This is an optimization exercise on Yosys and OpenROAD, whose aim is small area and a short achievable clock period, not a production implementation. In this exercise RTL edits were held to simulation tests only and were not proved equivalent to the original. The clock input has no modelled driver; a real chip could not lean on it and would need a root buffer or a full tree. Power and IR drop assume default switching activity.

// top
module top (
    input clk, rst_n, MOSI, SS_n,
    output MISO
    );
==> flow/config.mk <==
export PLATFORM = sky130hd
export DESIGN_NAME = top
export DESIGN_NICKNAME = top
export VERILOG_FILES = /design/flow/design.v
export SDC_FILE = /design/flow/constraint.sdc
export NUM_CORES = 8
export LEC_CHECK = 0
export CAP_MARGIN = 20
export CORE_MARGIN = 2
export CORE_UTILIZATION = 70
export CTS_CLUSTER_DIAMETER = 80
export CTS_CLUSTER_SIZE = 26
export PLACE_DENSITY = 0.8
export SETUP_SLACK_MARGIN = 2.2
export SLEW_MARGIN = 20
==> flow/constraint.sdc <==
create_clock -name core_clock -period 4.0 [get_ports {clk}]
set_input_delay 0.8000 -clock core_clock [delete_from_list [all_inputs] [get_ports {clk}]]
set_output_delay 0.8000 -clock core_clock [all_outputs]
set_load 0.01 [all_outputs]
run.sh (not shown) runs the stock make flow with config.mk's settings and CLKGATE_MAP_FILE= SYNTH_SCRIPT=/design/flow/synth_recipe.tcl, a recipe that flattens the netlist after the stock synthesis.
The baseline finished clean.
Edit:
- SETUP_SLACK_MARGIN: 2.2 -> 2.0
Clock power stays flat. Total power is higher slightly. Final area is about the same. Count of clock-buffer cells in the layout is unchanged. Worst setup slack degrades by 0.013 ns. Cell count is about the same.

* * *

## old
Another version of the RTL of top (not shown whole).
Size: roughly 2900 cells after synthesis, ~2200 flip-flops, roughly 5 I/O pins, roughly 49000 um^2 of cells after synthesis.
==> flow/config.mk <==
export PLATFORM = sky130hd
export DESIGN_NAME = top
export DESIGN_NICKNAME = top
export VERILOG_FILES = /design/flow/design.v
export SDC_FILE = /design/flow/constraint.sdc
export NUM_CORES = 8
export LEC_CHECK = 0
export CAP_MARGIN = 20
export CORE_MARGIN = 2
export CORE_UTILIZATION = 78
export PLACE_DENSITY = 0.86
export SETUP_SLACK_MARGIN = 2.3
export SLEW_MARGIN = 20
==> flow/constraint.sdc <==
create_clock -name core_clock -period 4.0 [get_ports {clk}]
set_input_delay 0.8000 -clock core_clock [delete_from_list [all_inputs] [get_ports {clk}]]
set_output_delay 0.8000 -clock core_clock [all_outputs]
set_load 0.01 [all_outputs]
standard.sh (not shown) runs the stock make flow with config.mk's settings and CLKGATE_MAP_FILE= SYNTH_SCRIPT=/design/flow/synth_recipe.tcl, a recipe that flattens the netlist after the stock synthesis.
==> flow/flow/run.sh <==
#!/bin/bash
# The standard flow's own layout (standard.sh), with one change in its clock tree synthesis step:
# flow/post_cts.tcl (which runs flow/ctree.tcl), sourced at the end of ORFS's cts.tcl
# (POST_CTS_TCL), replaces the
# clock tree with a two-level one (clock port -> 4 buf_16 buffers -> 72 buf_12 leaf buffers -> flip-flops).
# standard.sh's output goes to standard.log, each tool's to ORFS's own logs under orfs/logs.
set -euo pipefail
export CTS_ARGS="-sink_clustering_enable -repair_clock_nets -sink_clustering_size 26 -sink_clustering_max_diameter 80 -dont_use_dummy_load"
export POST_CTS_TCL="$PWD/flow/post_cts.tcl"
export CTREE_LEAVES=72
export CTREE_TOP=sky130_fd_sc_hd__buf_16
export CTREE_LEAF=sky130_fd_sc_hd__buf_12
bash standard.sh finish > standard.log 2>&1
Other scripts of this flow, unchanged in this note and not shown: flow/flow/ctree.tcl, flow/flow/post_cts.tcl
Inputs modified between old and new:
Settings: changing CORE_UTILIZATION from 78 to 70; changing PLACE_DENSITY from 0.86 to 0.8.
[summary]
- Across new and old, none had a timing, DRC or antenna violation.
- The relative slew slack reported for new is greater than that of old by 4.5 points.
- new vs. old: number of nets at the end of the flow went down by about 0.4%.
- Going from old to new, wire length of the first global-routing pass shrank by more than 10%.
- Against old, new reports a maximum frequency that is higher.
- Re I/O pin total: no difference whatsoever between old and new.
No run of this note takes its clock network from TritonCTS; it comes from the design's own scripts or RTL.

* * *

## build 74
top, a different RTL version from the one above (not shown whole).
Size in the first run: ~2900 cells after synthesis, ~2200 flip-flops, ~5 I/O pins.
export LEC_CHECK = 0
export CAP_MARGIN = 20
export CORE_MARGIN = 2
export CORE_UTILIZATION = 70
export PLACE_DENSITY = 0.8
export SETUP_SLACK_MARGIN = 2.3
export SLEW_MARGIN = 20
create_clock -name core_clock -period 4.0 [get_ports {clk}]
==> flow/flow/run.sh <==
#!/bin/bash
# The standard flow's own layout (standard.sh), with one change in its clock tree synthesis step:
# flow/post_cts.tcl (which runs flow/ctree.tcl), sourced at the end of ORFS's cts.tcl
# (POST_CTS_TCL), replaces the
# clock tree with a two-level one (clock port -> 4 buffers -> 66 leaf buffers -> flip-flops).
# standard.sh's output goes to standard.log, each tool's to ORFS's own logs under orfs/logs.
set -euo pipefail
export CTS_ARGS="-sink_clustering_enable -repair_clock_nets -sink_clustering_size 26 -sink_clustering_max_diameter 80 -dont_use_dummy_load"
export POST_CTS_TCL="$PWD/flow/post_cts.tcl"
export CTREE_LEAVES=66
export CTREE_TOP=sky130_fd_sc_hd__clkbuf_16
export CTREE_LEAF=sky130_fd_sc_hd__clkbuf_16
bash standard.sh finish > standard.log 2>&1
==> flow/flow/ctree.tcl <==
# Sourced by ORFS's cts.tcl at its end (POST_CTS_TCL), after clock_tree_synthesis,
# repair_timing and detailed_placement. It replaces the clock tree with a two-level one:
#   clock port -> 4 top buffers -> CTREE_LEAVES leaf buffers -> flip-flops
# The flip-flops are split into equal-sized compact groups by recursive bisection, one leaf
# buffer at the centre of each, and the leaf buffers likewise into four groups, one top
# buffer at the centre of each. Then the port buffers get a plain buffer cell, and detailed
# placement and timing repair run again, as cts.tcl does after clock_tree_synthesis.

set ct_block [ord::get_db_block]
set ct_db [ord::get_db]
set ct_clknet [[$ct_block findBTerm clk] getNet]
set ct_nleaf [expr {[info exists ::env(CTREE_LEAVES)] ? $::env(CTREE_LEAVES) : 84}]
set ct_ntop 4
set ct_topcell [expr {[info exists ::env(CTREE_TOP)] ? $::env(CTREE_TOP) : "sky130_fd_sc_hd__clkbuf_16"}]
set ct_leafcell [expr {[info exists ::env(CTREE_LEAF)] ? $::env(CTREE_LEAF) : "sky130_fd_sc_hd__clkbuf_16"}]
# the output pin of a clock buffer (X) or inverter (Y)
proc ct_out {inst} {
  set it [$inst findITerm X]
  if {$it eq "NULL"} { set it [$inst findITerm Y] }
  return $it
}

# every clock buffer and inverter below the port, and every flip-flop clock pin
set ct_bufs {}
set ct_sinks {}
set frontier [list $ct_clknet]
while {[llength $frontier]} {
  set next {}
  foreach net $frontier {
    foreach it [$net getITerms] {
      if {![$it isInputSignal]} { continue }
      set inst [$it getInst]
      set m [[$inst getMaster] getName]
      if {[string match "*clkbuf*" $m] || [string match "*clkinv*" $m]} {
        lappend ct_bufs $inst
        lappend next [[ct_out $inst] getNet]
      } else {
        lappend ct_sinks $it
      }
    }
  }
  set frontier $next
}
puts "ctree: [llength $ct_sinks] clock pins, [llength $ct_bufs] buffers removed"
foreach it $ct_sinks { $it disconnect }
foreach inst $ct_bufs {
  set onet [[ct_out $inst] getNet]
  odb::dbInst_destroy $inst
  if {$onet ne "NULL"} { odb::dbNet_destroy $onet }
}

# items: {x y payload}; split into k groups of equal size by recursive bisection
proc ct_split {items k} {
  if {$k <= 1} { return [list $items] }
  set n [llength $items]
  set xs [lmap i $items {lindex $i 0}]
  set ys [lmap i $items {lindex $i 1}]
  set w [expr {[tcl::mathfunc::max {*}$xs] - [tcl::mathfunc::min {*}$xs]}]
  set h [expr {[tcl::mathfunc::max {*}$ys] - [tcl::mathfunc::min {*}$ys]}]
  set axis [expr {$w >= $h ? 0 : 1}]
  set sorted [lsort -real -index $axis $items]
  set k1 [expr {$k / 2}]
  set n1 [expr {int(round(double($n) * $k1 / $k))}]
  return [concat [ct_split [lrange $sorted 0 [expr {$n1 - 1}]] $k1] \
                 [ct_split [lrange $sorted $n1 end] [expr {$k - $k1}]]]
}
proc ct_centre {items} {
  set sx 0.0; set sy 0.0
  foreach i $items { set sx [expr {$sx + [lindex $i 0]}]; set sy [expr {$sy + [lindex $i 1]}] }
  set n [llength $items]
  return [list [expr {int($sx / $n)}] [expr {int($sy / $n)}]]
}
proc ct_buffer {name cell x y innet} {
  global ct_block ct_db
  set inst [odb::dbInst_create $ct_block [$ct_db findMaster $cell] $name]
  $inst setLocation $x $y
  $inst setPlacementStatus PLACED
  set net [odb::dbNet_create $ct_block "clknet_$name"]
  $net setSigType CLOCK
  [$inst findITerm A] connect $innet
  [ct_out $inst] connect $net
  return $inst
}

set items {}
foreach it $ct_sinks {
  set b [[$it getInst] getBBox]
  lappend items [list [expr {([$b xMin] + [$b xMax]) / 2}] [expr {([$b yMin] + [$b yMax]) / 2}] $it]
}
set leafgroups [ct_split $items $ct_nleaf]

# leaf buffers: first make them (their input nets come later), grouped for the top level
set litems {}
set li 0
foreach g $leafgroups {
  lassign [ct_centre $g] x y
  lappend litems [list $x $y $g $li]
  incr li
}
set topgroups [ct_split $litems $ct_ntop]
set ct_tops {}
set ti 0
foreach tg $topgroups {
  lassign [ct_centre $tg] x y
  set top [ct_buffer "clkbuf_top_$ti" $ct_topcell $x $y $ct_clknet]
  lappend ct_tops $top
  set topnet [[ct_out $top] getNet]
  foreach l $tg {
    lassign $l lx ly g idx
    set leaf [ct_buffer "clkbuf_leaf_$idx" $ct_leafcell $lx $ly $topnet]
    set lnet [[ct_out $leaf] getNet]
    foreach s $g { [lindex $s 2] connect $lnet }
  }
  incr ti
}
puts "ctree: [llength $leafgroups] leaf buffers of [llength [lindex $leafgroups 0]] to [llength [lindex $leafgroups end]] clock pins, $ct_ntop top buffers"

# plain buffers at the ports
foreach inst [$ct_block getInsts] {
  if {[regexp {^(input|output)\d+$} [$inst getName]] && [string match "*clkdlybuf*" [[$inst getMaster] getName]]} {
    $inst swapMaster [$ct_db findMaster sky130_fd_sc_hd__buf_4]
  }
}

proc ct_report {} {
  global ct_tops
  set lat {}
  foreach t $ct_tops {
    set worst 0.0
    set best 1e9
    foreach it [[[ct_out $t] getNet] getITerms] {
      if {![$it isInputSignal]} { continue }
      foreach it2 [[[ct_out [$it getInst]] getNet] getITerms] {
        if {![$it2 isInputSignal]} { continue }
        set a [get_property [get_pins [[$it2 getInst] getName]/[[$it2 getMTerm] getName]] arrival_max_rise]
        if {$a > $worst} { set worst $a }
        if {$a < $best} { set best $a }
      }
    }
    lappend lat [format "%.3f-%.3f" $best $worst]
  }
  puts "ctree: clock pin arrival per top buffer: $lat"
}

detailed_placement
set_propagated_clock [all_clocks]
estimate_parasitics -placement
ct_report
repair_timing_helper
detailed_placement
estimate_parasitics -placement
ct_report
check_placement -verbose
Other scripts of this flow, unchanged in this note and not shown: flow/flow/post_cts.tcl
> inputs changed (build 74 -> build 21)
--- a/flow/flow/run.sh
+++ b/flow/flow/run.sh
@@ -5 +5 @@
-# clock tree with a two-level one (clock port -> 4 buffers -> 66 leaf buffers -> flip-flops).
+# clock tree with a two-level one (clock port -> 4 buffers -> 72 leaf buffers -> flip-flops).
@@ -10 +10 @@
-export CTREE_LEAVES=66
+export CTREE_LEAVES=72
--- outcome ---
~same later-pin clock latency in the skew report in build 74 and build 21. From build 21 to build 74, floorplan die area did not move at all. Build 74 -> build 21: detail-routed via count per cell increased slightly. Build 21 against build 74: met3 routing resource usage after global routing now sits lower; number of vias in the routed layout now sits higher. Build 21 against build 74: worst slew slack as a fraction of its limit up 0.34 points; register share of the cell area down 0.25 points. Having completed the whole flow, build 21 delivered a layout that passed the timing, design-rule and antenna checks. On final instance area, build 74 and build 21 are basically level. Compared to build 74, build 21 has total power 0.92% higher.
Input-level comparison between build 95 and build 21:
- SETUP_SLACK_MARGIN changed from 2.3 to 2.26
Results
Sequential share of layout area essentially unchanged between build 95 and build 21. Diff build 95 and build 21: number of fill cells lower in build 21. Build 95 improves on build 21 in global-route wire length before repair. Going from build 21 to build 95, proportion of total power due to net switching closely matched the old numbers; routed wire length lower; number of global-route vias before repair saw a decrease; layout-stage area growth over the synthesis result decreased 0.23 points. In the flow results for build 95 and build 21, the met1 wire length is larger on build 21. Run comparison: build 21 top routing layer in use met4; build 95 top routing layer in use met5. As of build 95, half-perimeter wire length of the detailed placement result had risen slightly compared to build 21.
No run of this note takes its clock network from TritonCTS; it comes from the design's own scripts or RTL.

[afterwards: timing with drivers on the ports]
No port has a modelled driver above. Below, the same layouts with a new extraction and two added sets of constraints.
Step 1, drivers: a clkbuf_16 drives clk and a buf_2 each remaining input, both assumed.
Step 2 adds t to the input delays and takes it off the output delays; t is the mean of the earliest and latest rising clock arrival at the registers after step 1. Input paths then give back, and output paths get back, about the clock's delay inside the block.
a / b / c = no drivers / after step 1 / after step 2; a / b = the first two.
| run | t, ns | setup WS [ns] | worst hold slack (ns) | clock arrival spread, ns | worst slew at a driven data input, ns |
|---|---|---|---|---|---|
| the first run of note 1 | 0.734 | 2.079 / 2.015 / 1.599 | 0.319 / 0.319 / 0.319 | 0.047 / 0.046 | 0.03 |
| the second run of note 1 | 0.736 | 2.065 / 2.026 / 1.367 | 0.319 / 0.319 / 0.319 | 0.027 / 0.027 | 0.03 |
| old | 0.615 | 2.038 / 2.038 / 1.714 | 0.323 / 0.311 / 0.323 | 0.025 / 0.025 | 0.03 |
| new | 0.606 | 2.298 / 2.150 / 1.947 | 0.324 / 0.324 / 0.324 | 0.018 / 0.018 | 0.03 |
| build 74 | 0.627 | 2.262 / 2.151 / 2.054 | 0.305 / 0.305 / 0.305 | 0.045 / 0.045 | 0.03 |
| build 21 | 0.632 | 2.261 / 2.125 / 2.053 | 0.324 / 0.296 / 0.324 | 0.022 / 0.022 | 0.03 |
| build 95 | 0.626 | 2.258 / 2.131 / 2.011 | 0.322 / 0.302 / 0.322 | 0.020 / 0.020 | 0.03 |
After both steps setup and hold are still met in every run listed. For the second run of note 1, which loses most, drivers alone change the setup slack by -0.039 ns; drivers and shift together by -0.698 ns.
